Context: an optimization exercise on an open-source flow, tuned for small area, a short achievable clock period and few clock cycles. The choices shown serve that exercise and are no tape-out recipe. Where RTL was checked, it was by simulation tests only, not by an equivalence proof against the original. Power figures rest on the tool's default switching activity, not on a simulated workload.

## try-raven
==> module cordic, before the edit <==
module cordic(i_clk, i_rst, i_en, o_vld, o_cosine, o_sine, i_theta);
    input i_clk;
    input i_rst;
    input i_en;
    input signed [23:0] i_theta;
    output signed [23:0] o_cosine;
    output signed [23:0] o_sine;
    output o_vld;
    localparam W = 19;
    localparam R = 21;
    reg signed [W-1:0] r1, r2, q;
    reg signed [R-1:0] p;        
    reg [1:0]          mode;     
    reg [5:0]          cnt;      
    reg                busy;
    reg                rw;       
    reg                dbl;      
    reg [3:0]          sh1;      
    reg [3:0]          sh2n;     
    reg                i1, i2;   
    reg                ip;       
    reg                m1;       
    reg                vld;
    assign o_vld = vld;
    assign o_cosine = {{6{r2[W-1]}}, r2[W-1:1]};
    assign o_sine   = {{6{r1[W-1]}}, r1[W-1:1]};
    wire [4:0] ai = cnt[5:1];
    wire [16:0] ang =
        ai == 5'd0  ? (dbl ? 17'h1921e : 17'h0) :
        ai == 5'd1  ? 17'h76b1 :
        ai == 5'd2  ? 17'h3eb6 :
        ai == 5'd3  ? 17'h1fd5 :
        ai == 5'd4  ? 17'h0ffa :
        ai == 5'd5  ? 17'h07ff :
        ai == 5'd6  ? 17'h03ff :
        ai == 5'd7  ? 17'h01ff :
        ai == 5'd8  ? 17'h00ff :
        ai == 5'd9  ? 17'h007f :
        ai == 5'd10 ? 17'h003f :
        ai == 5'd11 ? 17'h001f :
        ai == 5'd12 ? 17'h0010 :
        ai == 5'd13 ? 17'h0008 :
        ai == 5'd14 ? 17'h0004 : 17'h0000;
    wire signed [W-1:0] a1 = rw ? r1 : m1 ? r2 : q;
    wire signed [W-1:0] a2 = rw ? r2 : m1 ? r1 : p[W-1:0];
    wire signed [W-1:0] s1 = (i1 ? ~r2 : r2) >>> sh1;
    wire signed [W-1:0] s2 = (i2 ? ~r1 : r1) >>> (~sh2n);
    wire c1 = (rw & i1) | (m1 & ~|r2[1:0]);
    wire c2 = (rw & i2) | (m1 & ~|r1[1:0]);
    wire [W:0]  t1 = {a1, c1} + {s1, c1};
    wire [W:0]  t2 = {a2, c2} + {s2, c2};
    wire [R:0]  tp = {p, ip} + {ip ? ~{4'd0, ang} : {4'd0, ang}, ip};
    wire signed [W-1:0] n1 = t1[W:1];
    wire signed [W-1:0] n2 = t2[W:1];
    wire signed [R-1:0] pa = tp[R:1];
    wire pn = mode[1] ? (pa[R-1] | (mode[0] & ~pa[R-2])) : mode[0];
    wire [4:0] th = i_theta[23:19];
    wire [1:0] mode0 = th == 5'd0 ? 2'b10 : th == 5'h1f ? 2'b11 : {1'b0, i_theta[23]};
    wire d0n = i_theta[23];
    wire d1n = d0n ? (i_theta < -24'sd51471) : (i_theta < 24'sd51471);
    wire [W-1:0] pe = i_en ? i_theta[W-1:0] : pa[W-1:0];
    wire [5:0] cn = cnt + 6'd1;
    wire       rn = cn < 6'd30;    
    wire [3:0] shn = rn ? cn[4:1] : (cn == 6'd34 ? 4'd4 : 4'd2);
    wire       minv = cn != 6'd34;
    wire       sub1 = pn ^ cn[0];
    always @(posedge i_clk) begin
        if (i_rst) begin
            busy <= 1'b0;
            vld  <= 1'b0;
        end else if (i_en) begin
            busy <= 1'b1;
            vld  <= 1'b0;
        end else begin
            vld <= busy && cnt == 6'd35;
            if (busy && cnt == 6'd35) busy <= 1'b0;
        end
        if (m1) q <= r2;
        p[W-1:0] <= (m1 & ~i_en) ? r1 : pe;
        if (i_en) begin
            r1   <= 19'sh10000;
            r2   <= d0n ? -19'sh10000 : 19'sh10000;
            p[R-1:W] <= 2'b00;
            mode <= mode0;
            dbl  <= d0n == d1n;
            cnt  <= 6'd1;
            rw   <= 1'b1;
            sh1  <= 4'd0;
            sh2n <= 4'd15;
            i1   <= ~d1n;
            i2   <=  d1n;
            ip   <= ~d0n;
            m1   <= 1'b0;
        end else begin
            cnt <= cn;
            r1 <= n2;
            r2 <= n1;
            p[R-1:W] <= pa[R-1:W];
            rw   <= rn;
            sh1  <= shn;
            sh2n <= ~shn;
            i1   <= rn ?  sub1 : minv;
            i2   <= rn ? ~sub1 : minv;
            ip   <= rn & ~pn;
            m1   <= cn == 6'd30;
        end
    end
endmodule
==> flow/config.mk <==
export PLATFORM = sky130hd
export DESIGN_NAME = cordic
export DESIGN_NICKNAME = cordic
export VERILOG_FILES = /design/flow/design.v
export SDC_FILE = /design/flow/constraint.sdc
export NUM_CORES = 4
export LEC_CHECK = 0
export ABC_AREA = 1
export CAP_MARGIN = 20
export CORE_MARGIN = 2
export CORE_UTILIZATION = 40
export SETUP_SLACK_MARGIN = 5
export SLEW_MARGIN = 20
export TNS_END_PERCENT = 0
==> flow/constraint.sdc <==
create_clock -name core_clock -period 10.0 [get_ports {i_clk}]
set_input_delay 2.0000 -clock core_clock [delete_from_list [all_inputs] [get_ports {i_clk}]]
set_output_delay 2.0000 -clock core_clock [all_outputs]
set_load 0.01 [all_outputs]
standard.sh (not shown) runs the stock make flow with config.mk's settings and CLKGATE_MAP_FILE= SYNTH_SCRIPT=/design/flow/synth_recipe.tcl, a recipe that flattens the netlist after the stock synthesis.
==> flow/flow/run.sh <==
#!/bin/bash
# The standard layout (the standard.sh), except that the port buffers
# buffer_ports inserts are buf_1 cells instead of the larger delay buffers it
# picks by default (every port still gets one), and repair_timing aims at a
# setup slack margin of 6.5 ns.
set -euo pipefail
export BUFFER_PORTS_ARGS="-buffer_cell sky130_fd_sc_hd__buf_1"
bash standard.sh SETUP_SLACK_MARGIN=6.5 finish > standard_flow.log 2>&1
Testbench counts of try-raven, summed over its fixed seeds: cycles 73,736.
What try-cedar does differently from try-raven at the input level:
-- flow/design.v --
<<< try-raven, line 20
    output o_vld;
    localparam W = 19;
    localparam R = 21;
    reg signed [W-1:0] r1, r2, q;
    reg signed [R-1:0] p;        
>>> try-cedar, line 20
    output o_vld;
    localparam W = 19;
    localparam R = 20;
    reg signed [W-1:0] r1, r2, q;
    reg signed [R-1:0] p;        
<<< try-raven, line 26
    reg [5:0]          cnt;      
    reg                busy;
    reg                rw;       
    reg                dbl;      
>>> try-cedar, line 26
    reg [5:0]          cnt;      
    reg                busy;
    reg                lst;      
    reg                rw;       
    reg                dbl;      
<<< try-raven, line 54
        ai == 5'd13 ? 17'h0008 :
        ai == 5'd14 ? 17'h0004 : 17'h0000;
    wire signed [W-1:0] a1 = rw ? r1 : m1 ? r2 : q;
    wire signed [W-1:0] a2 = rw ? r2 : m1 ? r1 : p[W-1:0];
    wire signed [W-1:0] s1 = (i1 ? ~r2 : r2) >>> sh1;
    wire signed [W-1:0] s2 = (i2 ? ~r1 : r1) >>> (~sh2n);
>>> try-cedar, line 55
        ai == 5'd13 ? 17'h0008 :
        ai == 5'd14 ? 17'h0004 : 17'h0000;
    wire signed [W-1:0] a1 = rw ? r1 : q;
    wire signed [W-1:0] a2 = rw ? r2 : p[W-1:0];
    wire signed [W-1:0] s1 = (i1 ? ~r2 : r2) >>> sh1;
    wire signed [W-1:0] s2 = (i2 ? ~r1 : r1) >>> (~sh2n);
<<< try-raven, line 62
    wire [W:0]  t1 = {a1, c1} + {s1, c1};
    wire [W:0]  t2 = {a2, c2} + {s2, c2};
    wire [R:0]  tp = {p, ip} + {ip ? ~{4'd0, ang} : {4'd0, ang}, ip};
    wire signed [W-1:0] n1 = t1[W:1];
    wire signed [W-1:0] n2 = t2[W:1];
    wire signed [R-1:0] pa = tp[R:1];
    wire pn = mode[1] ? (pa[R-1] | (mode[0] & ~pa[R-2])) : mode[0];
    wire [4:0] th = i_theta[23:19];
    wire [1:0] mode0 = th == 5'd0 ? 2'b10 : th == 5'h1f ? 2'b11 : {1'b0, i_theta[23]};
    wire d0n = i_theta[23];
    wire d1n = d0n ? (i_theta < -24'sd51471) : (i_theta < 24'sd51471);
    wire [W-1:0] pe = i_en ? i_theta[W-1:0] : pa[W-1:0];
    wire [5:0] cn = cnt + 6'd1;
    wire       rn = cn < 6'd30;    
>>> try-cedar, line 63
    wire [W:0]  t1 = {a1, c1} + {s1, c1};
    wire [W:0]  t2 = {a2, c2} + {s2, c2};
    wire [R:0]  tp = {p, ip} + {ip ? ~{3'd0, ang} : {3'd0, ang}, ip};
    wire signed [W-1:0] n1 = t1[W:1];
    wire signed [W-1:0] n2 = t2[W:1];
    wire signed [R-1:0] pa = tp[R:1];
    wire pn = mode[1] ? (pa[R-1] | (mode[0] & ~pa[R-2])) : mode[0];
    wire [5:0] th = i_theta[23:18];
    wire [1:0] mode0 = th == 6'd0 ? 2'b10 : th == 6'h3f ? 2'b11 : {1'b0, i_theta[23]};
    wire d0n = i_theta[23];
    wire d1n = d0n ? (i_theta < -24'sd51471) : (i_theta < 24'sd51471);
    wire [W-1:0] pe = i_en ? {1'b0, i_theta[W-2:0]} : pa[W-1:0];
    wire [5:0] cn = cnt + 6'd1;
    wire       rn = cn < 6'd30;    
<<< try-raven, line 88
            if (busy && cnt == 6'd35) busy <= 1'b0;
        end
        if (m1) q <= r2;
        p[W-1:0] <= (m1 & ~i_en) ? r1 : pe;
        if (i_en) begin
            r1   <= 19'sh10000;
            r2   <= d0n ? -19'sh10000 : 19'sh10000;
            p[R-1:W] <= 2'b00;
            mode <= mode0;
            dbl  <= d0n == d1n;
            cnt  <= 6'd1;
            rw   <= 1'b1;
            sh1  <= 4'd0;
>>> try-cedar, line 89
            if (busy && cnt == 6'd35) busy <= 1'b0;
        end
        if (lst) q <= n1;
        p[W-1:0] <= (lst & ~i_en) ? n2 : pe;
        if (i_en) begin
            r1   <= 19'sh10000;
            r2   <= d0n ? -19'sh10000 : 19'sh10000;
            p[R-1:W] <= 1'b0;
            mode <= mode0;
            dbl  <= d0n == d1n;
            cnt  <= 6'd1;
            lst  <= 1'b0;
            rw   <= 1'b1;
            sh1  <= 4'd0;
<<< try-raven, line 109
            r2 <= n1;
            p[R-1:W] <= pa[R-1:W];
            rw   <= rn;
            sh1  <= shn;
>>> try-cedar, line 111
            r2 <= n1;
            p[R-1:W] <= pa[R-1:W];
            lst  <= cn == 6'd29;
            rw   <= rn;
            sh1  <= shn;
Results
- try-cedar went all the way through the flow, and no timing, DRC or antenna check failed.
- What try-cedar reported for power consumption has to be multiplied by 0.946 to get the figure for try-raven.
- Against try-raven, y dimension of the die in try-cedar fell slightly.
- In the tables for try-raven and try-cedar, non-clock buffer count reads lower with try-raven.
- Side by side, summed area of non-filler cells in the final layout turned out lower in try-cedar than in try-raven.
- Taking try-raven as the reference, in try-cedar clock latency reported for the late side of the worst-skew pair comparable, post-route clock period utilization up 1.9 points.
For try-cedar, only the layout was checked, not whether the RTL still works.

==> re-timing with driven ports <==
In the flow no input, the clock included, has a driving cell. The finished layouts below were timed again as built, in two steps. Step 1 sets driving cells, clkbuf_16 on the clock port and buf_2 on the other inputs (assumed; they add their load-dependent delay and slew). Step 2 also shifts input and output timing later by t, the mid clock arrival at the registers, as if the neighbouring blocks saw the same clock. Slacks: ideal / step 1 / step 2; pairs: ideal / step 1.
run	t (ns)	setup slack, ns	clock arrival spread, ns
try-raven	0.409	6.708 / 6.705 / 6.366	0.019 / 0.019
try-cedar	0.400	6.523 / 6.523 / 6.284	0.012 / 0.013
After both steps setup and hold are still met in every run listed. For try-raven, which loses most, drivers alone change the setup slack by -0.003 ns; drivers and shift together by -0.342 ns.
